This design comes from an exercise in tuning for small area, a short achievable clock period and few clock cycles per item on the open sky130 flow, not from production work. Function was not checked in any run shown here: the RTL went through the layout flow alone. Power is estimated from default activity; no workload was simulated.

### flow/flow/run.sh
#!/bin/bash
# Standard synthesis, then the standard layout steps with repair_timing
# asked for a larger setup margin and plain buffers on the ports (the SDC
# and clock period are unchanged).
set -eo pipefail
bash standard.sh synth > synth.log 2>&1
bash standard.sh SETUP_SLACK_MARGIN=7 "BUFFER_PORTS_ARGS=-buffer_cell sky130_fd_sc_hd__buf_1" finish > layout.log 2>&1
### flow/standard.sh
#!/bin/bash
# synth_recipe.tcl (not shown) runs the flow's synth.tcl, then flattens the netlist and writes it again
# the make line also repeats each setting of config.mk as NAME=value (left out here)
make -C /OpenROAD-flow-scripts/flow DESIGN_CONFIG=/design/flow/config.mk WORK_HOME=/design/flow/orfs CLKGATE_MAP_FILE= SYNTH_SCRIPT=/design/flow/synth_recipe.tcl "${@:-finish}"
### flow/config.mk
export PLATFORM = sky130hd
export DESIGN_NAME = cordicTanh
export DESIGN_NICKNAME = cordicTanh
export VERILOG_FILES = /design/flow/design.v
export SDC_FILE = /design/flow/constraint.sdc
export NUM_CORES = 4
export LEC_CHECK = 0
export ABC_AREA = 1
export CAP_MARGIN = 70
export CORE_MARGIN = 2
export CORE_UTILIZATION = 45
export SLEW_MARGIN = 70
export TNS_END_PERCENT = 5
### flow/constraint.sdc
create_clock -name core_clock -period 10.0 [get_ports {clk}]
set_input_delay 2.0000 -clock core_clock [delete_from_list [all_inputs] [get_ports {clk}]]
set_output_delay 2.0000 -clock core_clock [all_outputs]
set_load 0.01 [all_outputs]
### flow/design.v
module cordicTanh(z0, clk, rst, out, flag);
	input wire clk, rst;
	input wire signed [15:0] z0;
	output wire signed [15:0] out;
	output reg flag;
	reg ld;                      
	reg rot;                     
	reg half;                    
	reg [3:0] sh;                
	reg signed [14:0] z;         
	reg signed [14:0] y;
	reg [13:0] x;                
	wire ext = z0[15] ^ z0[14];            
	wire div = ~(ld | rot | flag);
	wire rot_end = rot & half & (sh == 4'd13);
	wire s = rot ? z[14] : ~y[14];
	wire [13:1] d;
	genvar n;
	generate
		for (n = 1; n <= 13; n = n + 1) begin : dec
			assign d[n] = (sh == n);
		end
	endgenerate
	wire [14:0] K;
	assign K[14:12] = 3'b000;
	assign K[11] = d[1];
	assign K[10] = d[2];
	assign K[9]  = d[3];
	assign K[8]  = d[4];
	assign K[7]  = d[5] | (rot & d[1]);
	assign K[6]  = d[6] | (rot & d[1]);
	assign K[5]  = d[7];
	assign K[4]  = d[8] | (rot & d[2]);
	assign K[3]  = d[9] | (rot & d[1]);
	assign K[2]  = d[10] | (rot & d[2]);
	assign K[1]  = d[11] | (rot & (d[1] | d[2] | d[3])) | (~rot & d[12] & (z[14] ^ y[14]));
	assign K[0]  = rot & (d[3] | d[12] | d[13]);
	wire [13:0] xs = x >> sh;
	wire signed [14:0] ys = y >>> sh;
	wire [14:0] zn, yn; wire [13:0] xn;
	padd #(15,1) uz(z, K ^ {15{~s}}, ~s, zn);
	padd #(15,1) uy(y, {1'b0, xs} ^ {15{s}}, s, yn);
	padd #(14,1) ux(x, ys[13:0] ^ {14{s}}, s, xn);
	wire [15:0] zsum = {zn, 1'b0};
	wire [15:0] ysum = {yn, 1'b0};
	wire [14:0] xsum = {xn, 1'b0};
	always @(posedge clk) begin
		if (rst) begin
			ld <= 1'b1;
			rot <= 1'b0;
			flag <= 1'b0;
		end else begin
			ld <= flag;
			rot <= (ld & ~ext) | (rot & ~rot_end);
			flag <= (ld & ext) | (div & (sh == 4'd12));
		end
	end
	always @(posedge clk) begin
		half <= rot & ~half;
		if (ld | rot_end)
			sh <= 4'd1;
		else if (~rot | half)
			sh <= sh + 4'd1;
	end
	always @(posedge clk) begin
		if (ld) begin
			z <= ext ? {z0[15], z0[15], 13'h1000} : z0[14:0];
			x <= 14'h1000;
			y <= 15'h0000;
		end else begin
			z <= rot_end ? 15'h0000 : zsum[15:1];
			y <= ysum[15:1];
			if (rot)
				x <= xsum[14:1];
		end
	end
	assign out = {z[14], z};
endmodule
module padd #(parameter N = 15, parameter KIND = 0) (input [N-1:0] a, input [N-1:0] b, input cin, output [N-1:0] sum);
	wire [N-1:0] p = a ^ b;
	wire [N-1:0] g0 = a & b;
	reg [N:0] G, P;
	reg [N:0] Gn, Pn;
	integer l, i, st;
	always @(*) begin
		G = {g0, cin};
		P = {p, 1'b0};
		if (KIND == 3) begin
			for (i = 1; i <= N; i = i + 1) begin
				G[i] = G[i] | (P[i] & G[i-1]);
			end
		end else if (KIND == 2) begin
			for (i = 1; i <= N; i = i + 2) begin G[i] = G[i] | (P[i] & G[i-1]); P[i] = P[i] & P[i-1]; end
			for (i = 3; i <= N; i = i + 4) begin G[i] = G[i] | (P[i] & G[i-2]); P[i] = P[i] & P[i-2]; end
			for (i = 7; i <= N; i = i + 8) begin G[i] = G[i] | (P[i] & G[i-4]); P[i] = P[i] & P[i-4]; end
			for (i = 15; i <= N; i = i + 16) begin G[i] = G[i] | (P[i] & G[i-8]); P[i] = P[i] & P[i-8]; end
			for (i = 11; i <= N; i = i + 8) begin G[i] = G[i] | (P[i] & G[i-4]); P[i] = P[i] & P[i-4]; end
			for (i = 5; i <= N; i = i + 4) begin G[i] = G[i] | (P[i] & G[i-2]); P[i] = P[i] & P[i-2]; end
			for (i = 2; i <= N; i = i + 2) begin G[i] = G[i] | (P[i] & G[i-1]); P[i] = P[i] & P[i-1]; end
		end else begin
			for (l = 1; l <= N; l = l * 2) begin
				Gn = G; Pn = P;
				for (i = 0; i <= N; i = i + 1) begin
					if (KIND == 0) begin
						if (i >= l) begin
							Gn[i] = G[i] | (P[i] & G[i-l]);
							Pn[i] = P[i] & P[i-l];
						end
					end else begin
						if ((i / l) % 2 == 1) begin
							Gn[i] = G[i] | (P[i] & G[(i / l) * l - 1]);
							Pn[i] = P[i] & P[(i / l) * l - 1];
						end
					end
				end
				G = Gn; P = Pn;
			end
		end
	end
	assign sum = p ^ G[N-1:0];
endmodule
==> summary.txt, run 1 <==
- TritonCTS clock tree: done
- First-pass GRT wire length: 24.0 mm
- H-tree depth: 2
- Fraction of layout cells with a size suffix above 1: 0.236
- Unique cell type count in the Yosys netlist: 45
- Post-DP HPWL: 10.4 mm
- Total gr overflow: 0
- Routability cong.: 0.897
- Element type at the critical path start: register
- CTS root buf: clkbuf_8
- Antenna diodes: 0
- Mapped cell area: 5040 um2
- Util after Layout: 0.597
- Nets: 909
- IO buf count: 34
- Die width: 110 um
- Syn_nets: 830
- Hold buffer count at CTS: 0
- Main synth FF type: dfxtp_1
- FFs w/ async S/R, synth: 0
- CTS sink cnt: 52
- Max-cap violations: 0
- Skew final: 13.7 ps
- Commonest cells after routing, fill and taps aside: nand2_1, inv_1, buf_4
- Critical Path AT: 3370 ps
- P&R area growth vs syn: 29.0%
- Final period demand of the worst path: 3100 ps
- Routed len/inst: 16.1 um
- Most common cell after layout, fill and taps aside: nand2_1
- Endpoint class of the critical path: register
- Crit share post-route: 0.310
- Initial antenna violation count: 0
- FP Rows: 38
- Clk buf depth: 2
- Critical Path RT: 10270 ps
- Die area: 12100 um2
- Total power: 2150 uW
- Largest net degree at the start of global routing: 25
- Synthesized area per cell: 6.64 um2
- Max Clk Rate: 323 MHz
- PwrDens: 330 nW/um2
- Initial Utilization: 0.463
- TritonCTS buffer count: 5
- Status: complete, no violations
- Post-Syn Instances: 759
- Total wire length: 15.7 mm
- Clock transition at the registers of the reported paths: 110 ps
- Worst IR Drop VDD: 0.000176 V
- Slew @ Worst Pin: 388 ps
- Min-delay worst type: register to register
- Setup violators final: 0
- Yosys warns: 3
- Fin Setup TNS: 0 ps
- Height of the die: 110 um
- R2r setup slk: 6900 ps
- Slew HR: 0.741
- Floorplan Core Area: 10900 um2
- Vias in the first global route: 4771
- Via count: 5267
- Final ANT Viol Nets: 0
- Max Transition Viols Final: 0
- Vias per std cell: 5.38
- Critical Path Source: sh[0]
- Clk latency of the worst-skew pair: 340 ps
- EDFF count, synth: 0
- IO Count: 35
- Critical path class: register to register
- RSZ-0062 raised after global routing: yes
- Flops & latches, synth: 52
- DRT iter0 DRCs: 343
- P_leak: 0.00312 uW
- Hold_sp: half
- Gr usage total: 0.260
- R2r startpoint: sh[0]
- Post-synthesis sequential area ratio: 0.207
- Crit Path Max Fanout: 6
- DRC: 0
- Total iterations of the first detailed-routing run: 5
- Fin. Hold Viols: 0
cells by family after synthesis:
group	Yosys count	share of synthesized area
xor+xnor	51	0.0887
simple gates	318	0.270
mux	5	0.00994
compound gates	152	0.173
buf+inv	128	0.107
fa+ha+maj	53	0.145
flops	52	0.207
power breakdown:
group	switching (uW)	internal, uW
sequential	56.7	272
clock	83.7	100
combinational	936	697
synthesized netlist by cell type (2+ instances only):
cell type    n  area, um2
nor2_4       2       22.5
o21ai_0     49        245
nand2_2      9       56.3
inv_2        2       7.51
xor2_1      42        368
a22o_1       2       17.5
buf_2       14       70.1
nand3_2      3       30.0
a211oi_1     3       22.5
nand3_1     58        290
nor2_1      54        203
o211ai_1     4       30.0
buf_6        4       45.0
dfxtp_1     52       1040
fa_1         9        180
nand4_1      3       18.8
o21a_1       2       15.0
inv_1       93        349
o221ai_1     3       26.3
a21oi_1     58        290
buf_4        2       15.0
ha_1        44        551
nor3_1       5       25.0
o22ai_1      3       18.8
clkbuf_1    10       37.5
o21ai_1      7       35.0
a221oi_1     4       35.0
mux2i_1      5       50.1
xnor2_1      9       78.8
a22oi_1      3       22.5
a31oi_1      5       31.3
o21bai_1     2       15.0
nand2_1    178        668
inv_4        2       12.5
a21o_1       4       30.0
registers in the layout, indices dropped and copies added (netlist names):
| register | count |
|---|---|
| y | 15 |
| half | 1 |
| sh | 4 |
| ld | 1 |
| x | 14 |
| flag | 1 |
| rot | 1 |
| z | 15 |
routing by layer:
metal	up-vias	wire length [um]	global-route usage
met2	141	7060	0.396
met3	28	841	0.0368
met1	2455	7430	0.371
met5	-	0	0
li1	2643	-	-
met4	0	401	0.0976
cell type report:
class                           count  area [um2]
Fill cell                        1029        4390
Timing Repair inverter              1        5.00
Tap cell                          140         175
Inverter                           98         418
Timing Repair Buffer              101         795
Clock buffer                        6        72.6
Clock inverter                      2        60.1
Multi-Input combinational cell    579        3910
Sequential cell                    52        1060
metrics by stage:
stage / hold slack (ps) / worst slack, ps / cell area [um2] / cells
after global placement: 456 / 5890 / 5210 / 906
after CTS: 513 / 6960 / 5980 / 954
after floorplan: 427 / 7000 / 5070 / 759
after global routing: 504 / 6760 / 6500 / 979
after detailed placement: 486 / 6170 / 5250 / 907
final: 494 / 6900 / 6500 / 979
what timing repair did:
action	in CTS	in global routing
endpoints found under the setup margin	35	32
buffers inserted	35	25
gates cloned	4	0
pin swaps	27	54
resized for setup	61	81
worst paths after layout:
path,cells after the start,end
worst min-delay path,1,half
worst min register to register,1,half
worst max-delay path,16,y[7]
worst max register to register,16,y[7]
critical path, cell delays in order, from the launching register on:
cell	delay, ps
dfxtp_4	400
buf_4	150
bufbuf_16	270
nand2_2	60
o21ai_2	70
o211ai_1	320
o221ai_2	200
xor2_2	230
inv_1	70
ha_2	180
a21oi_2	140
nor2_1	60
nor3b_2	240
nand2_4	80
inv_2	50
fa_2	410
nor2_1	100
==> run 2, diff against run 1 <==
--- a/flow/design.v
+++ b/flow/design.v
@@ -42,3 +42,3 @@
 	padd #(15,1) uy(y, {1'b0, xs} ^ {15{s}}, s, yn);
-	padd #(14,1) ux(x, ys[13:0] ^ {14{s}}, s, xn);
+	padd #(14,1) ux(x, (ys[13:0] ^ {14{s}}) & {14{rot}}, s & rot, xn);    
 	wire [15:0] zsum = {zn, 1'b0};
@@ -72,4 +72,3 @@
 			y <= ysum[15:1];
-			if (rot)
-				x <= xsum[14:1];
+			x <= xsum[14:1];
 		end
==> run 2 against run 1 <==
  * Still clean on timing, DRC and antenna
  * Synthesized cell count decreased by 3.7%
  * Sequential share of layout area increased by 2.6 points
  * First-iteration DRC count increased by 6.1%
  * Cell count decreased by 6.4%
  * Power decreased by 14%
  * Global-route usage decreased by 1.4 points
  * Combinational power decreased by 17%
  * Sequential cell count unchanged
  * Fmax decreased by 1.4%
  * Via count decreased by 7.8%
  * Critical path type unchanged
  * Critical endpoint is now y[8]
  * Highest routed layer unchanged
==> summary.txt, run 2 <==
- Critical Path Source: sh[0]
- Total gr overflow: 0
- Antenna diodes: 0
- Max Clk Rate: 319 MHz
- Main synth FF type: dfxtp_1
- Skew final: 10.1 ps
- Floorplan Core Area: 10300 um2
- IO buf count: 34
- Crit Path Max Fanout: 15
- Setup violators final: 0
- R2R depth: 19
- Die area: 11500 um2
- Endpoint class of the critical path: register
- FFs w/ async S/R, synth: 0
- Total wire length: 13.4 mm
- Reg area: 1060 um2
- Clock power share: 0.072
- Yosys warns: 3
- Seq pwr share: 0.200
- Clk buf depth: 2
- Die width: 107 um
- Worst IR Drop VDD: 0.000138 V
- Crit share post-route: 0.314
- TritonCTS clock tree: done
- Routed len/inst: 14.6 um
- Most common cell after layout, fill and taps aside: nand2_1
- Internal Power: 875 uW
- Height of the die: 107 um
- Vias per std cell: 5.30
- Hold WS: 469 ps
- Mapped cell area: 4780 um2
- Nets: 851
- Element type at the critical path start: register
- EDFF count, synth: 0
- Fin Setup TNS: 0 ps
- FP Rows: 37
- Flops & latches, synth: 52
- Clock transition at the registers of the reported paths: 110 ps
- Clk latency of the worst-skew pair: 340 ps
- Critical Path AT: 3360 ps
- Critical Path RT: 10230 ps
- Syn_nets: 803
- P&R area growth vs syn: 17.2%
- R2r startpoint: sh[0]
- Slew HR: 0.740
- Max Transition Viols Final: 0
- Post-DP HPWL: 9.88 mm
- DRT iter0 DRCs: 364
- Critical path class: register to register
- Cell with the most instances after synthesis: nand2_1
- RSZ-0062 raised after global routing: yes
- Via count: 4857
- Synth area leader: dfxtp_1
- Routability cong.: 0.917
- Min-delay worst type: register to register
- Post-synth top area share: 0.218
- Largest registers: y (15), z (15), x (14)
- CTS root buf: clkbuf_8
- Post-Syn Instances: 731
- Gr usage total: 0.246
- Final period demand of the worst path: 3140 ps
- Status: complete, no violations
- Area of the multi-input gates: 3500 um2
- Util after Layout: 0.543
- Unique cell type count in the Yosys netlist: 46
- Initial antenna violation count: 0
- Post-synthesis sequential area ratio: 0.218
- Slew @ Worst Pin: 386 ps
- Hold_sp: half
- WHS Path Cells: 1
- Commonest cells after routing, fill and taps aside: nand2_1, inv_1, nor2_1, nand3_1, dfxtp_1
- Total iterations of the first detailed-routing run: 5
- Combinational power share: 0.728
- Initial Utilization: 0.463
- Max-cap violations: 0
- CTS sink cnt: 52
- Hold buffer count at CTS: 0
- First-pass GRT wire length: 22.3 mm
- Vias in the first global route: 4551
- P_leak: 0.00266 uW
- Net switching power: 975 uW
- Sw Share: 0.527
- PwrDens: 330 nW/um2
- H-tree depth: 2
- TritonCTS buffer count: 5
- Fillcell total: 1024
- Synth area leaders: dfxtp_1, nand2_1, ha_1
- Fraction of layout cells with a size suffix above 1: 0.160
- Synthesized area per cell: 6.54 um2
- Post-synth top cells: nand2_1, inv_1, o21ai_0, nor2_1, nand3_1
- Fin. Hold Viols: 0
- Final ANT Viol Nets: 0
- IO Count: 35
- DRC: 0
- Largest net degree at the start of global routing: 30
-- run 2: cell types whose count changed in the layout (fill, tap and decap cells not counted), sizes merged, moves of 4 or more --
cell,change
nand3,-4
nand4,+4
nand2,+12
xor2,-12
buf,-30
mux2i,-4
xnor2,-4
inv,-11
o21ai,+11
nor2,+5
a21oi,-19
-- run 2: power groups by stage --
stage / Clock (uW) / Sequential [uW] / Combinational (uW)
6_report: 134 / 370 / 1350
5_1_grt: 148 / 379 / 1550
4_1_cts: 142 / 367 / 1290
3_5_place_dp: 0 / 380 / 1220
3_3_place_gp: 0 / 378 / 1180
2_1_floorplan: 0 / 352 / 983
-- run 2: area by class of cell --
class                   count  area share
well taps                 136      0.0304
multi-input cells         567       0.625
flip-flops and latches     52       0.189
clock buffers               5      0.0123
inverters                  84      0.0596
repair buffers             69      0.0800
clock inverters             3     0.00402
-- run 2: critical path, stage by stage (launching register included) --
cell and delay (ps):
dfxtp_4 420, buf_6 160, buf_12 150, buf_4 140, nand2_1 80, nand3_1 90
nand3_1 110, o221ai_1 160, xor2_1 180, ha_1 350, nand2_1 60, inv_1 60
nand3_2 70, nand2_2 80, nand2_1 90, nand2_4 140, inv_1 70, fa_1 410
xor2_1 140, nor2_1 50
-- run 2: kinds of logic after synthesis --
family,after synthesis,synth area share
and+or+nand+nor,338,0.298
buffers and inverters,112,0.0963
xor gates and xnor gates,35,0.0641
DFF,52,0.218
adders and majority gates,54,0.157
AOI/OAI and AO/OA,139,0.165
muxes,1,0.00209
-- run 2: worst paths after layout --
kind | to | slack (ps)
hold / removal | half | 470
setup / recovery | y[8] | 6860
hold reg to reg | half | 470
setup reg to reg | y[8] | 6860
-- run 2: timing repair --
item | 4_1_cts | 5_1_grt
setup endpoints to repair | 32 | 30
pin swaps | 10 | 12
cloned | 0 | 0
resized for setup | 40 | 31
setup buffers | 24 | 8
-- run 2: per-stage QoR --
| stage | instance area [um2] | power (uW) | instances | worst slack, ps |
|---|---|---|---|---|
| floorplan | 4840 | 1340 | 731 | 6930 |
| global placement | 5000 | 1560 | 876 | 5940 |
| detailed placement | 5020 | 1600 | 876 | 6360 |
| CTS | 5430 | 1800 | 908 | 6860 |
| global route | 5600 | 2070 | 916 | 6650 |
| finish | 5600 | 1850 | 916 | 6860 |
-- run 2: metal layers --
metal,up-vias,wire length [um],track usage
met5,-,0,0
met4,0,313,0.0918
met3,20,633,0.0365
met2,110,5890,0.377
met1,2226,6570,0.349
li1,2501,-,-
==> run 3, diff against run 2 <==
--- a/flow/design.v
+++ b/flow/design.v
@@ -40,5 +40,5 @@
 	wire [14:0] zn, yn; wire [13:0] xn;
-	padd #(15,1) uz(z, K ^ {15{~s}}, ~s, zn);
-	padd #(15,1) uy(y, {1'b0, xs} ^ {15{s}}, s, yn);
-	padd #(14,1) ux(x, (ys[13:0] ^ {14{s}}) & {14{rot}}, s & rot, xn);    
+	padd #(15,2) uz(z, K ^ {15{~s}}, ~s, zn);
+	padd #(15,2) uy(y, {1'b0, xs} ^ {15{s}}, s, yn);
+	padd #(14,2) ux(x, (ys[13:0] ^ {14{s}}) & {14{rot}}, s & rot, xn);    
 	wire [15:0] zsum = {zn, 1'b0};
==> run 3 against run 2 <==
  * Still clean on timing, DRC and antenna
  * Wire length increased by 4.5%
  * Die area decreased by 1.1%
  * Sequential share of layout area decreased by 1.2 points
  * Clock-buffer cell count increased by 1
  * Sequential power about the same
  * Power increased by 7.8%
  * Area after synthesis decreased by 1.2%
  * Sequential cell count unchanged
  * Critical path type unchanged
  * Highest routed layer unchanged
==> summary.txt, run 3 <==
- Fillcell total: 990
- Hold Path End: half
- Synthesized area per cell: 7.14 um2
- Reg area: 1060 um2
- CTS root buf: clkbuf_8
- Commonest cells after routing, fill and taps aside: nand2_1, buf_4, inv_1
- Routability cong.: 0.969
- Nets: 829
- Total power: 1990 uW
- Endpoint class of the critical path: register
- Die area: 11300 um2
- IO buf count: 34
- Fin. Hold Viols: 0
- Total wire length: 14.0 mm
- RSZ-0062 raised after global routing: yes
- Clk buf depth: 2
- Clk latency of the worst-skew pair: 340 ps
- R2R depth: 22
- First-pass GRT wire length: 22.0 mm
- Post-synthesis simple-gate area fraction: 0.249
- Fin Setup TNS: 0 ps
- Clock transition at the registers of the reported paths: 90 ps
- Post-synth top cells: nand2_1, inv_1, dfxtp_1, nor2_1, o21ai_0
- Most common cell after layout, fill and taps aside: nand2_1
- Main synth FF type: dfxtp_1
- R2r startpoint: sh[0]
- Final ANT Viol Nets: 0
- Complex-gate fraction of the synthesized area: 0.155
- Via count: 4816
- Slew HR: 0.699
- Gr usage total: 0.246
- Max-cap violations: 0
- Crit Path Max Fanout: 5
- Max Clk Rate: 312 MHz
- Final instance area: 5980 um2
- Hold buffer count at CTS: 0
- Area of the multi-input gates: 3600 um2
- Skew final: 15.0 ps
- Final Non-Filler Cells: 884
- Flops & latches, synth: 52
- H-tree depth: 2
- Largest registers: y (15), z (15), x (14)
- Slew @ Worst Pin: 447 ps
- Synth area leaders: dfxtp_1, nand2_1, ha_1
- IO Count: 35
- Largest net degree at the start of global routing: 45
- TritonCTS clock tree: done
- Unique cell type count in the Yosys netlist: 44
- DRC: 0
- R2r setup slk: 6790 ps
- CTS sink cnt: 52
- Largest family of logic cells by synthesized area: simple AND/OR/NAND/NOR gates
- Post-synthesis sequential area ratio: 0.220
- Post-Syn Instances: 662
- Post-Synth XOR/XNOR Area: 0.0834
- Initial antenna violation count: 0
- Reg-to-Reg End: x[11]
- Synth area leader: dfxtp_1
- Placed cell areas: 4990 um2
- Critical Path RT: 10270 ps
- P&R area growth vs syn: 26.6%
- Total gr overflow: 0
- EDFF count, synth: 0
- Height of the die: 106 um
- Post-synthesis mux area share: 0.00424
- Final period demand of the worst path: 3210 ps
- FP Rows: 37
- Status: complete, no violations
- Fraction of layout cells with a size suffix above 1: 0.247
- Worst IR Drop VDD: 0.000171 V
- Critical path class: register to register
- Vias in the first global route: 4489
- Crit share post-route: 0.321
- Element type at the critical path start: register
- Min-delay worst type: register to register
- Yosys warns: 3
- Post-DP HPWL: 9.35 mm
- Dpl cells: 808
- Mapped cell area: 4720 um2
- Post-synth top area share: 0.220
- Floorplan Core Area: 10300 um2
- Total iterations of the first detailed-routing run: 6
- Critical Path AT: 3480 ps
- Adder-cell area share of the yosys netlist: 0.200
- WHS Path Cells: 1
- TritonCTS buffer count: 5
- FFs w/ async S/R, synth: 0
- Syn_nets: 743
- Die width: 106 um
- Initial Utilization: 0.460
- Vias per std cell: 5.45
- PwrDens: 333 nW/um2
- Setup violators final: 0
- Max Transition Viols Final: 0
- DRT iter0 DRCs: 508
- Routed len/inst: 15.8 um
- Hold_sp: half
- Cell with the most instances after synthesis: nand2_1
- P_leak: 0.00281 uW
- Antenna diodes: 0
run 3: cell types whose count changed after synthesis, moves of 7 or more:
cell	previous run	this run
a21oi_1	40	28
a32o_1	0	7
fa_1	10	21
inv_1	76	61
nand2_1	193	170
nand3_1	55	47
o21ai_0	61	49
xnor2_1	5	16
run 3: worst max path at each step:
stage	depth (start not counted)	endpoint	slack [ps]	startpoint
after floorplan	23	z[13]	6840	sh[0]
after global placement	15	z[13]	5890	rot
after detailed placement	18	x[12]	6270	sh[2]
after CTS	17	y[9]	6870	sh[0]
after global routing	21	y[10]	6680	sh[0]
final	22	x[11]	6790	sh[0]
run 3: final cells by class:
type                       instances  area share
multi-input combinational        514       0.602
sequential                        52       0.177
timing repair buffer             106       0.123
inverter                          67      0.0492
tap                              136      0.0285
clock buffer                       6      0.0121
clock inverter                     1     0.00502
timing repair inverter             2     0.00335
run 3: routing by layer:
| metal | track usage | wire length (um) | vias up |
|---|---|---|---|
| met2 | 0.424 | 6770 | 191 |
| li1 | - | - | 2354 |
| met1 | 0.321 | 5850 | 2233 |
| met5 | 0 | 0 | - |
| met3 | 0.0380 | 1010 | 38 |
| met4 | 0.0631 | 370 | 0 |
run 3: power breakdown:
group	internal, uW	switching (uW)	total [uW]
sequential	289	82.8	372
clock	73.6	77.9	152
combinational	653	817	1470
run 3: repair_timing:
action / CTS / global route
cloned: 0 / 2
buffers inserted: 40 / 27
pin swaps: 32 / 49
endpoints found under the setup margin: 35 / 32
gates resized for setup: 85 / 38
run 3: logic make-up after synthesis:
family          after synthesis
mux                           2
xor+xnor                     45
buf+inv                      96
fa+ha+maj                    63
flops                        52
simple gates                284
compound gates              120
run 3: stage by stage:
step | utilization | hold WS (ps) | setup slack [ps]
6_report | 0.582 | 489 | 6790
5_1_grt | 0.582 | 506 | 6680
4_1_cts | 0.550 | 479 | 6870
3_5_place_dp | 0.485 | 465 | 6270
3_3_place_gp | 0.481 | 460 | 5890
2_1_floorplan | - | 427 | 6840
run 3: critical path, stage by stage (launching register included):
cell,delay (ps)
dfxtp_4,400
buf_6,150
buf_4,130
nand2_1,40
o21ai_1,100
o21ai_1,120
o21ai_1,310
nand2_1,110
nand3_1,120
nand2_1,80
o21ai_1,80
inv_1,90
ha_1,190
a21o_1,190
nand2_1,70
nand3_2,70
nand2_1,90
nand2_2,80
nand2_2,80
nand2_2,50
fa_2,520
inv_1,30
nor2_1,60
==> run 4, diff against run 3 <==
--- a/flow/design.v
+++ b/flow/design.v
@@ -37,11 +37,11 @@
 	assign K[0]  = rot & (d[3] | d[12] | d[13]);
-	wire [13:0] xs = x >> sh;
-	wire signed [14:0] ys = y >>> sh;
-	wire [14:0] zn, yn; wire [13:0] xn;
-	padd #(15,2) uz(z, K ^ {15{~s}}, ~s, zn);
-	padd #(15,2) uy(y, {1'b0, xs} ^ {15{s}}, s, yn);
-	padd #(14,2) ux(x, (ys[13:0] ^ {14{s}}) & {14{rot}}, s & rot, xn);    
-	wire [15:0] zsum = {zn, 1'b0};
-	wire [15:0] ysum = {yn, 1'b0};
-	wire [14:0] xsum = {xn, 1'b0};
+	wire [14:0] xneg = {1'b0, x} ^ {15{s}};
+	wire [14:0] yneg = (y ^ {15{s}}) & {15{rot}};
+	wire [14:0] xs = $signed(xneg) >>> sh;
+	wire [14:0] ys = $signed(yneg) >>> sh;
+	wire [14:0] zn, yn;
+	wire [13:0] xn;
+	padd #(15, 2) uz(z, K ^ {15{~s}}, ~s, zn);
+	padd #(15, 2) uy(y, xs, s, yn);
+	padd #(14, 2) ux(x, ys[13:0], s & rot, xn);
 	always @(posedge clk) begin
@@ -70,5 +70,5 @@
 		end else begin
-			z <= rot_end ? 15'h0000 : zsum[15:1];
-			y <= ysum[15:1];
-			x <= xsum[14:1];
+			z <= rot_end ? 15'h0000 : zn;
+			y <= yn;
+			x <= xn;
 		end
==> run 4 against run 3 <==
  * Still clean
  * Global-route usage is 0.15 points higher
  * Power is 7.9% higher
  * Wire length is 0.26% higher
  * Area after synthesis is 4.0% higher
  * Largest cell class unchanged
==> summary.txt, run 4 <==
- Height of the die: 108 um
- IO Count: 35
- Element type at the critical path start: register
- Max-cap violations: 0
- FFs w/ async S/R, synth: 0
- TritonCTS buffer count: 5
- Synthesized area per cell: 6.95 um2
- Vias per std cell: 5.46
- Routability cong.: 0.904
- Via count: 4906
- Synth area leader: dfxtp_1
- Total iterations of the first detailed-routing run: 5
- Setup slack at placement: 6190 ps
- Initial Utilization: 0.457
- Post-synth top cells: nand2_1, inv_1, nor2_1, o21ai_0, dfxtp_1
- Crit Path Max Fanout: 5
- Die area: 11800 um2
- Crit share post-route: 0.330
- Vias in the first global route: 4578
- Clock transition at the registers of the reported paths: 110 ps
- Slew @ Worst Pin: 427 ps
- Yosys warns: 3
- H-tree depth: 2
- Floorplan Core Area: 10700 um2
- Total power: 2150 uW
- Commonest cells after routing, fill and taps aside: nand2_1, inv_1, nor2_1
- Endpoint class of the critical path: register
- First-pass GRT wire length: 22.6 mm
- Cell with the most instances after synthesis: nand2_1
- Post-Syn Instances: 707
- CTS root buf: clkbuf_8
- DRT iter0 DRCs: 526
- Most common cell after layout, fill and taps aside: nand2_1
- Unique cell type count in the Yosys netlist: 43
- Nets: 839
- Critical path class: register to register
- Dpl cells: 854
- CP top delay family: adder cells
- Hold WS: 490 ps
- PwrDens: 360 nW/um2
- CP peak stage delay: 530 ps
- Flops & latches, synth: 52
- Global route hottest layer: met2
- Fraction of layout cells with a size suffix above 1: 0.193
- Main synth FF type: dfxtp_1
- Antenna diodes: 0
- Met2 usage: 0.396
- Slew HR: 0.714
- Fin. Hold Viols: 0
- Max Transition Viols Final: 0
- Post-synth top area share: 0.212
- EDFF count, synth: 0
- Met3 Use GR: 0.0549
- Synth area leaders: dfxtp_1, nand2_1, ha_1
- Slowest CP cell: fa_2
- IO buf count: 34
- Largest registers: y (15), z (15), x (14)
- Total wire length: 14.0 mm
- Total gr overflow: 0
- Setup violators final: 0
- Routed len/inst: 15.6 um
- Initial antenna violation count: 1
- Mapped cell area: 4910 um2
- RSZ-0062 raised after global routing: yes
- CP Cell Sequence: o21ai_4 -> buf_12 -> xor2_4 -> mux2i_2 -> nand2_1 -> o21ai_2 -> nand2_2 -> nand3_2 -> nand3_2 -> fa_2 -> inv_2 -> nand3_2 -> nand3_2 -> a221o_1 -> inv_2 -> o21a_1 -> fa_2 -> nor2_1
- P&R area growth vs syn: 21.7%
- Critical Path RT: 10230 ps
- Critical path buffer and inverter count: 3
- Min-delay worst type: register to register
- Final Non-Filler Cells: 898
- Cell mode on critical path: nand3_2
- Fin Setup TNS: 0 ps
- Syn_nets: 789
- FP Rows: 38
- Post-synthesis sequential area ratio: 0.212
- DRC: 0
- P_leak: 0.00276 uW
- Post-DP HPWL: 10.0 mm
- Max Clk Rate: 303 MHz
- Critical Path AT: 3530 ps
- Die width: 108 um
- TritonCTS clock tree: done
- Gr usage total: 0.247
- Met1 GRT Util: 0.333
- CTS sink cnt: 52
- Final period demand of the worst path: 3300 ps
- Final setup margin: 6700 ps
- Clk buf depth: 2
- Status: complete, no violations
- Clk latency of the worst-skew pair: 340 ps
- Final ANT Viol Nets: 0
- Worst IR Drop VDD: 0.000145 V
- Largest net degree at the start of global routing: 46
- Skew final: 7.00 ps
-- run 4: cell count changes after synthesis, sizes merged, moves of 3 or more --
| cell | before | now |
|---|---|---|
| a21oi | 29 | 35 |
| clkbuf | 12 | 17 |
| inv | 66 | 79 |
| nand2 | 175 | 165 |
| nand3 | 48 | 43 |
| nor2 | 55 | 67 |
| nor3 | 0 | 5 |
| o211ai | 11 | 4 |
| o21ai | 56 | 73 |
| o221ai | 3 | 0 |
-- run 4: kinds of logic (layout without fill, tap and decap cells) --
kind of cell | after synthesis | after routing | share of synthesized area
and+or+nand+nor | 286 | 286 | 0.237
AOI/OAI and AO/OA | 143 | 143 | 0.170
buffers and inverters | 113 | 164 | 0.0957
adders and majority gates | 64 | 64 | 0.197
DFF | 52 | 52 | 0.212
xor gates and xnor gates | 48 | 48 | 0.0871
muxes | 1 | 1 | 0.00204
-- run 4: repair_timing --
item	in CTS	in global routing
setup buffers	25	10
gates cloned	0	1
pin swaps	16	25
resized for setup	60	59
hold buffers	0	0
endpoints found under the setup margin	40	39
-- run 4: path summary, 6_finish.rpt --
check / slack (ps) / cells after the start / to / from
min reg2reg: 490 / 1 / ld / flag
min: 490 / 1 / ld / flag
max reg2reg: 6700 / 18 / y[9] / y[14]
max: 6700 / 18 / y[9] / y[14]
-- run 4: worst reg2reg max path, cell delays in order, from the launching register on --
cell and delay (ps):
dfxtp_4 390, o21ai_4 250, buf_12 190, xor2_4 90, mux2i_2 220, nand2_1 100, o21ai_2 110, nand2_2 90
nand3_2 80, nand3_2 70, fa_2 370, inv_2 80, nand3_2 70, nand3_2 80, a221o_1 200, inv_2 60
o21a_1 190, fa_2 530, nor2_1 40
-- run 4: power by group --
part	internal [uW]	total, uW	switching [uW]	leakage (uW)
logic	686	1600	911	0.00227
clock network	82.0	164	82.4	0.0000614
registers	297	390	93.6	0.000436
total	1070	2150	1090	0.00276
-- run 4: layout make-up --
type	instances	area [um2]
Fill cell	1042	4760
Sequential cell	52	1070
Multi-Input combinational cell	542	3760
Timing Repair Buffer	76	528
Tap cell	140	175
Clock inverter	2	38.8
Inverter	80	333
Clock buffer	6	82.6
-- run 4: metrics by stage --
stage               area, um2   util
finish                   5980  0.557
global route             5980  0.557
CTS                      5640  0.525
detailed placement       5140  0.479
global placement         5090  0.474
floorplan                4950      -
-- run 4: per-layer routing --
layer / part of all wire / wire [um]
met1: 0.45 / 6380
met5: 0 / 0
met4: 0.014 / 199
met3: 0.065 / 919
met2: 0.47 / 6540
==> run 5, diff against run 4 <==
--- a/flow/design.v
+++ b/flow/design.v
@@ -8,3 +8,3 @@
 	reg half;                    
-	reg [3:0] sh;                
+	reg [13:1] d;                
 	reg signed [14:0] z;         
@@ -14,11 +14,4 @@
 	wire div = ~(ld | rot | flag);
-	wire rot_end = rot & half & (sh == 4'd13);
+	wire rot_end = rot & half & d[13];
 	wire s = rot ? z[14] : ~y[14];
-	wire [13:1] d;
-	genvar n;
-	generate
-		for (n = 1; n <= 13; n = n + 1) begin : dec
-			assign d[n] = (sh == n);
-		end
-	endgenerate
 	wire [14:0] K;
@@ -37,11 +30,25 @@
 	assign K[0]  = rot & (d[3] | d[12] | d[13]);
-	wire [14:0] xneg = {1'b0, x} ^ {15{s}};
-	wire [14:0] yneg = (y ^ {15{s}}) & {15{rot}};
-	wire [14:0] xs = $signed(xneg) >>> sh;
-	wire [14:0] ys = $signed(yneg) >>> sh;
-	wire [14:0] zn, yn;
-	wire [13:0] xn;
-	padd #(15, 2) uz(z, K ^ {15{~s}}, ~s, zn);
-	padd #(15, 2) uy(y, xs, s, yn);
-	padd #(14, 2) ux(x, ys[13:0], s & rot, xn);
+	reg [13:0] xs;
+	reg [14:0] ys;
+	integer i, j;
+	always @(*) begin
+		for (j = 0; j < 14; j = j + 1) begin
+			xs[j] = 1'b0;
+			for (i = 1; i <= 13; i = i + 1)
+				if (j + i <= 13)
+					xs[j] = xs[j] | (d[i] & x[j + i]);
+		end
+		for (j = 0; j < 15; j = j + 1) begin
+			ys[j] = 1'b0;
+			for (i = 1; i <= 13; i = i + 1)
+				ys[j] = ys[j] | (d[i] & y[(j + i <= 14) ? j + i : 14]);
+		end
+	end
+	wire [14:0] zn, yn; wire [13:0] xn;
+	padd #(15,1) uz(z, K ^ {15{~s}}, ~s, zn);
+	padd #(15,1) uy(y, {1'b0, xs} ^ {15{s}}, s, yn);
+	padd #(14,1) ux(x, ys[13:0] ^ {14{s}}, s, xn);
+	wire [15:0] zsum = {zn, 1'b0};
+	wire [15:0] ysum = {yn, 1'b0};
+	wire [14:0] xsum = {xn, 1'b0};
 	always @(posedge clk) begin
@@ -54,3 +61,3 @@
 			rot <= (ld & ~ext) | (rot & ~rot_end);
-			flag <= (ld & ext) | (div & (sh == 4'd12));
+			flag <= (ld & ext) | (div & d[12]);
 		end
@@ -60,5 +67,5 @@
 		if (ld | rot_end)
-			sh <= 4'd1;
+			d <= 13'd1;
 		else if (~rot | half)
-			sh <= sh + 4'd1;
+			d <= {d[12:1], 1'b0};
 	end
@@ -70,5 +77,6 @@
 		end else begin
-			z <= rot_end ? 15'h0000 : zn;
-			y <= yn;
-			x <= xn;
+			z <= rot_end ? 15'h0000 : zsum[15:1];
+			y <= ysum[15:1];
+			if (rot)
+				x <= xsum[14:1];
 		end
@@ -91,9 +99,12 @@
 		end else if (KIND == 2) begin
-			for (i = 1; i <= N; i = i + 2) begin G[i] = G[i] | (P[i] & G[i-1]); P[i] = P[i] & P[i-1]; end
-			for (i = 3; i <= N; i = i + 4) begin G[i] = G[i] | (P[i] & G[i-2]); P[i] = P[i] & P[i-2]; end
-			for (i = 7; i <= N; i = i + 8) begin G[i] = G[i] | (P[i] & G[i-4]); P[i] = P[i] & P[i-4]; end
-			for (i = 15; i <= N; i = i + 16) begin G[i] = G[i] | (P[i] & G[i-8]); P[i] = P[i] & P[i-8]; end
-			for (i = 11; i <= N; i = i + 8) begin G[i] = G[i] | (P[i] & G[i-4]); P[i] = P[i] & P[i-4]; end
-			for (i = 5; i <= N; i = i + 4) begin G[i] = G[i] | (P[i] & G[i-2]); P[i] = P[i] & P[i-2]; end
-			for (i = 2; i <= N; i = i + 2) begin G[i] = G[i] | (P[i] & G[i-1]); P[i] = P[i] & P[i-1]; end
+			for (st = 1; st <= N; st = st * 2)
+				for (i = 2*st - 1; i <= N; i = i + 2*st) begin
+					G[i] = G[i] | (P[i] & G[i-st]);
+					P[i] = P[i] & P[i-st];
+				end
+			for (st = st / 2; st >= 1; st = st / 2)
+				for (i = 3*st - 1; i <= N; i = i + 2*st) begin
+					G[i] = G[i] | (P[i] & G[i-st]);
+					P[i] = P[i] & P[i-st];
+				end
 		end else begin
--- a/flow/config.mk
+++ b/flow/config.mk
@@ -12,2 +12 @@
 export SLEW_MARGIN = 70
-export TNS_END_PERCENT = 5
==> run 5 against run 4 <==
  * Via count grew 23%
  * Sequential power grew 5.9%
  * Die area grew 11%
  * Fmax grew 8.5%
  * Sequential cell count grew 9
  * Non-clock buffer count grew 19
  * Combinational power shrank 12%
  * Largest cell class unchanged
  * Synthesized cell count grew 17%
  * Cell area grew 13%
  * Critical path type unchanged
  * Clock skew grew 2.8 ps
  * Clock-buffer cell count grew 5
  * Hold slack lost 26 ps
==> summary.txt, run 5 <==
- Status: complete, no violations
- Height of the die: 114 um
- Largest registers: y (15), z (15), x (14)
- Post-synth top area share: 0.224
- Critical path class: register to register
- Synthesized area per cell: 6.61 um2
- DRC: 0
- H-tree depth: 3
- Post-DP HPWL: 13.0 mm
- Total gr overflow: 0
- Adder-cell area share of the yosys netlist: 0.120
- Fillcell total: 1163
- CP peak stage delay: 430 ps
- Cell mode on critical path: nand2_4
- DRT iter0 DRCs: 747
- Initial Utilization: 0.458
- IO buf count: 34
- Vias per std cell: 5.80
- Complex-gate fraction of the synthesized area: 0.204
- Clk latency of the worst-skew pair: 340 ps
- Crit Path Max Fanout: 7
- Max Transition Viols Final: 0
- Largest net degree at the start of global routing: 23
- Crit share post-route: 0.304
- Total power: 2160 uW
- Main synth FF type: dfxtp_1
- First-pass GRT wire length: 28.8 mm
- CP Cell Sequence: nand2_4 -> nand2_2 -> inv_2 -> nand2_4 -> a2111oi_4 -> nand4_1 -> xor2_1 -> ha_1 -> nand2_1 -> nor2_1 -> a211oi_2 -> nand2_4 -> inv_2 -> fa_2 -> a21oi_2
- Skew final: 9.79 ps
- Floorplan Core Area: 11900 um2
- Vias in the first global route: 5428
- Flops & latches, synth: 61
- Element type at the critical path start: register
- Nets: 955
- P_leak: 0.00314 uW
- Post-synth top cells: nand2_1, inv_1, a21oi_1, dfxtp_1, nor2_1
- Met2 usage: 0.430
- Slew @ Worst Pin: 440 ps
- Fin. Hold Viols: 0
- Antenna diodes: 0
- Clock transition at the registers of the reported paths: 60 ps
- CTS sink cnt: 61
- Mapped cell area: 5450 um2
- Fin Setup TNS: 0 ps
- Critical Path RT: 10280 ps
- Syn_nets: 890
- Commonest cells after routing, fill and taps aside: nand2_1, inv_1, a21oi_1
- Final setup margin: 6960 ps
- Slowest CP cell: fa_2
- Critical Path AT: 3320 ps
- FFs w/ async S/R, synth: 0
- Initial antenna violation count: 0
- Endpoint class of the critical path: register
- Final ANT Viol Nets: 0
- Setup slack at placement: 6540 ps
- Met3 Use GR: 0.0656
- Gr usage total: 0.289
- IO Count: 35
- RSZ-0062 raised after global routing: yes
- Post-synthesis mux area share: 0
- EDFF count, synth: 0
- Setup violators final: 0
- Routed len/inst: 18.4 um
- Reg area: 1280 um2
- CTS root buf: clkbuf_16
- Worst IR Drop VDD: 0.000169 V
- Via count: 6036
- PwrDens: 320 nW/um2
- Die width: 114 um
- Synth area leaders: dfxtp_1, nand2_1, ha_1
- Most common cell after layout, fill and taps aside: nand2_1
- Total wire length: 19.2 mm
- Fraction of layout cells with a size suffix above 1: 0.202
- WHS Path Cells: 2
- R2R depth: 15
- Cell with the most instances after synthesis: nand2_1
- Util after Layout: 0.566
- Routability cong.: 0.962
- FP Rows: 40
- Min-delay worst type: register to register
- Die area: 13000 um2
- P&R area growth vs syn: 23.7%
- TritonCTS clock tree: done
- Max-cap violations: 0
- Total iterations of the first detailed-routing run: 7
- Yosys warns: 3
- Post-Syn Instances: 825
- Clk buf depth: 2
- Post-synthesis simple-gate area fraction: 0.266
- Area of the multi-input gates: 3890 um2
- Final period demand of the worst path: 3040 ps
- Post-Synth XOR/XNOR Area: 0.0785
- Global route hottest layer: met2
- Unique cell type count in the Yosys netlist: 45
- Synth area leader: dfxtp_1
- Hold buffer count at CTS: 0
- Largest family of logic cells by synthesized area: simple AND/OR/NAND/NOR gates
- Max Clk Rate: 329 MHz
- Slew HR: 0.705
- TritonCTS buffer count: 9
- Met1 GRT Util: 0.390
- Post-synthesis sequential area ratio: 0.224
## run 5: changes by cell type in the layout (fill, tap and decap cells not counted), sizes merged, moves of 11 or more
cell / change
o21ai: -32
inv: +16
buf: +17
nand3: +11
a21oi: +45
nor2: -11
o22ai: +18
fa: -13
nand2: +40
## run 5: where the power goes
| part | switching [uW] | leakage [uW] | internal [uW] |
|---|---|---|---|
| registers | 103 | 0.000516 | 310 |
| clock network | 115 | 0.000152 | 223 |
| logic | 839 | 0.00247 | 568 |
## run 5: final cells by class
class | count | area share
Sequential cell | 61 | 0.190
Clock inverter | 4 | 0.0108
Multi-Input combinational cell | 622 | 0.578
Inverter | 101 | 0.0644
Timing Repair Buffer | 95 | 0.0937
Clock buffer | 11 | 0.0360
Tap cell | 147 | 0.0273
## run 5: worst max-delay path, delay by kind of cell (launching register included)
family | cells | cell delay (ps)
buffers and inverters | 2 | 150
XOR/XNOR | 1 | 240
AND/OR/NAND/NOR | 7 | 690
AO/OA/AOI/OAI | 3 | 710
adder cells (fa/ha/maj) | 2 | 760
flip-flops | 1 | 390
## run 5: layer usage
layer,share of wire,vias to the layer above,wire length [um]
met5,0,-,0
met2,0.43,344,8340
met4,0.042,0,803
li1,-,2887,-
met1,0.43,2734,8270
met3,0.093,71,1790
## run 5: final timing paths
check | slack (ps) | endpoint | from
setup / recovery | 6960 | x[7] | y[14]
hold / removal | 460 | y[0] | y[0]
setup reg to reg | 6960 | x[7] | y[14]
hold reg to reg | 460 | y[0] | y[0]
## run 5: timing repair
item,in CTS,in global routing
gates resized for setup,37,68
setup endpoints to repair,28,16
pin swaps,7,26
gates cloned,0,1
setup buffers,13,41
## run 5: stage by stage
step | instance area, um2 | hold WS [ps] | instances
2_1_floorplan | 5450 | 439 | 825
5_1_grt | 6740 | 479 | 1041
3_5_place_dp | 5640 | 452 | 971
3_3_place_gp | 5600 | 447 | 971
6_report | 6740 | 464 | 1041
4_1_cts | 6170 | 461 | 999
## run 5: cells by family (layout without fill, tap and decap cells)
| family | after synthesis | after routing |
|---|---|---|
| compound gates | 187 | 187 |
| xor+xnor | 48 | 48 |
| fa+ha+maj | 47 | 47 |
| buf+inv | 142 | 211 |
| flops | 61 | 61 |
| simple gates | 340 | 340 |

## port drivers added, routing unchanged
In the flow no input, the clock included, has a driving cell. The finished layouts below were timed again as built, in two steps. Step 1 assumes that a clkbuf_16 drives the clock port and a buf_2 every other input. Step 2 times the ports against the registers' clock, not the clock port: input delays grow and output delays shrink by t, the midpoint of the rising clock arrivals with the driver on. Slacks: no drivers / after step 1 / after step 2; pairs: no drivers / after step 1.
run | t, ns | setup WS [ns] | worst hold slack (ns)
run 1 | 0.370 | 6.905 / 6.905 / 6.905 | 0.494 / 0.494 / 0.494
run 2 | 0.367 | 6.861 / 6.861 / 6.861 | 0.469 / 0.469 / 0.469
run 3 | 0.362 | 6.794 / 6.794 / 6.794 | 0.489 / 0.489 / 0.489
run 4 | 0.372 | 6.705 / 6.705 / 6.705 | 0.490 / 0.490 / 0.490
run 5 | 0.383 | 6.964 / 6.964 / 6.964 | 0.464 / 0.464 / 0.464
After both steps every run listed still meets setup and hold.
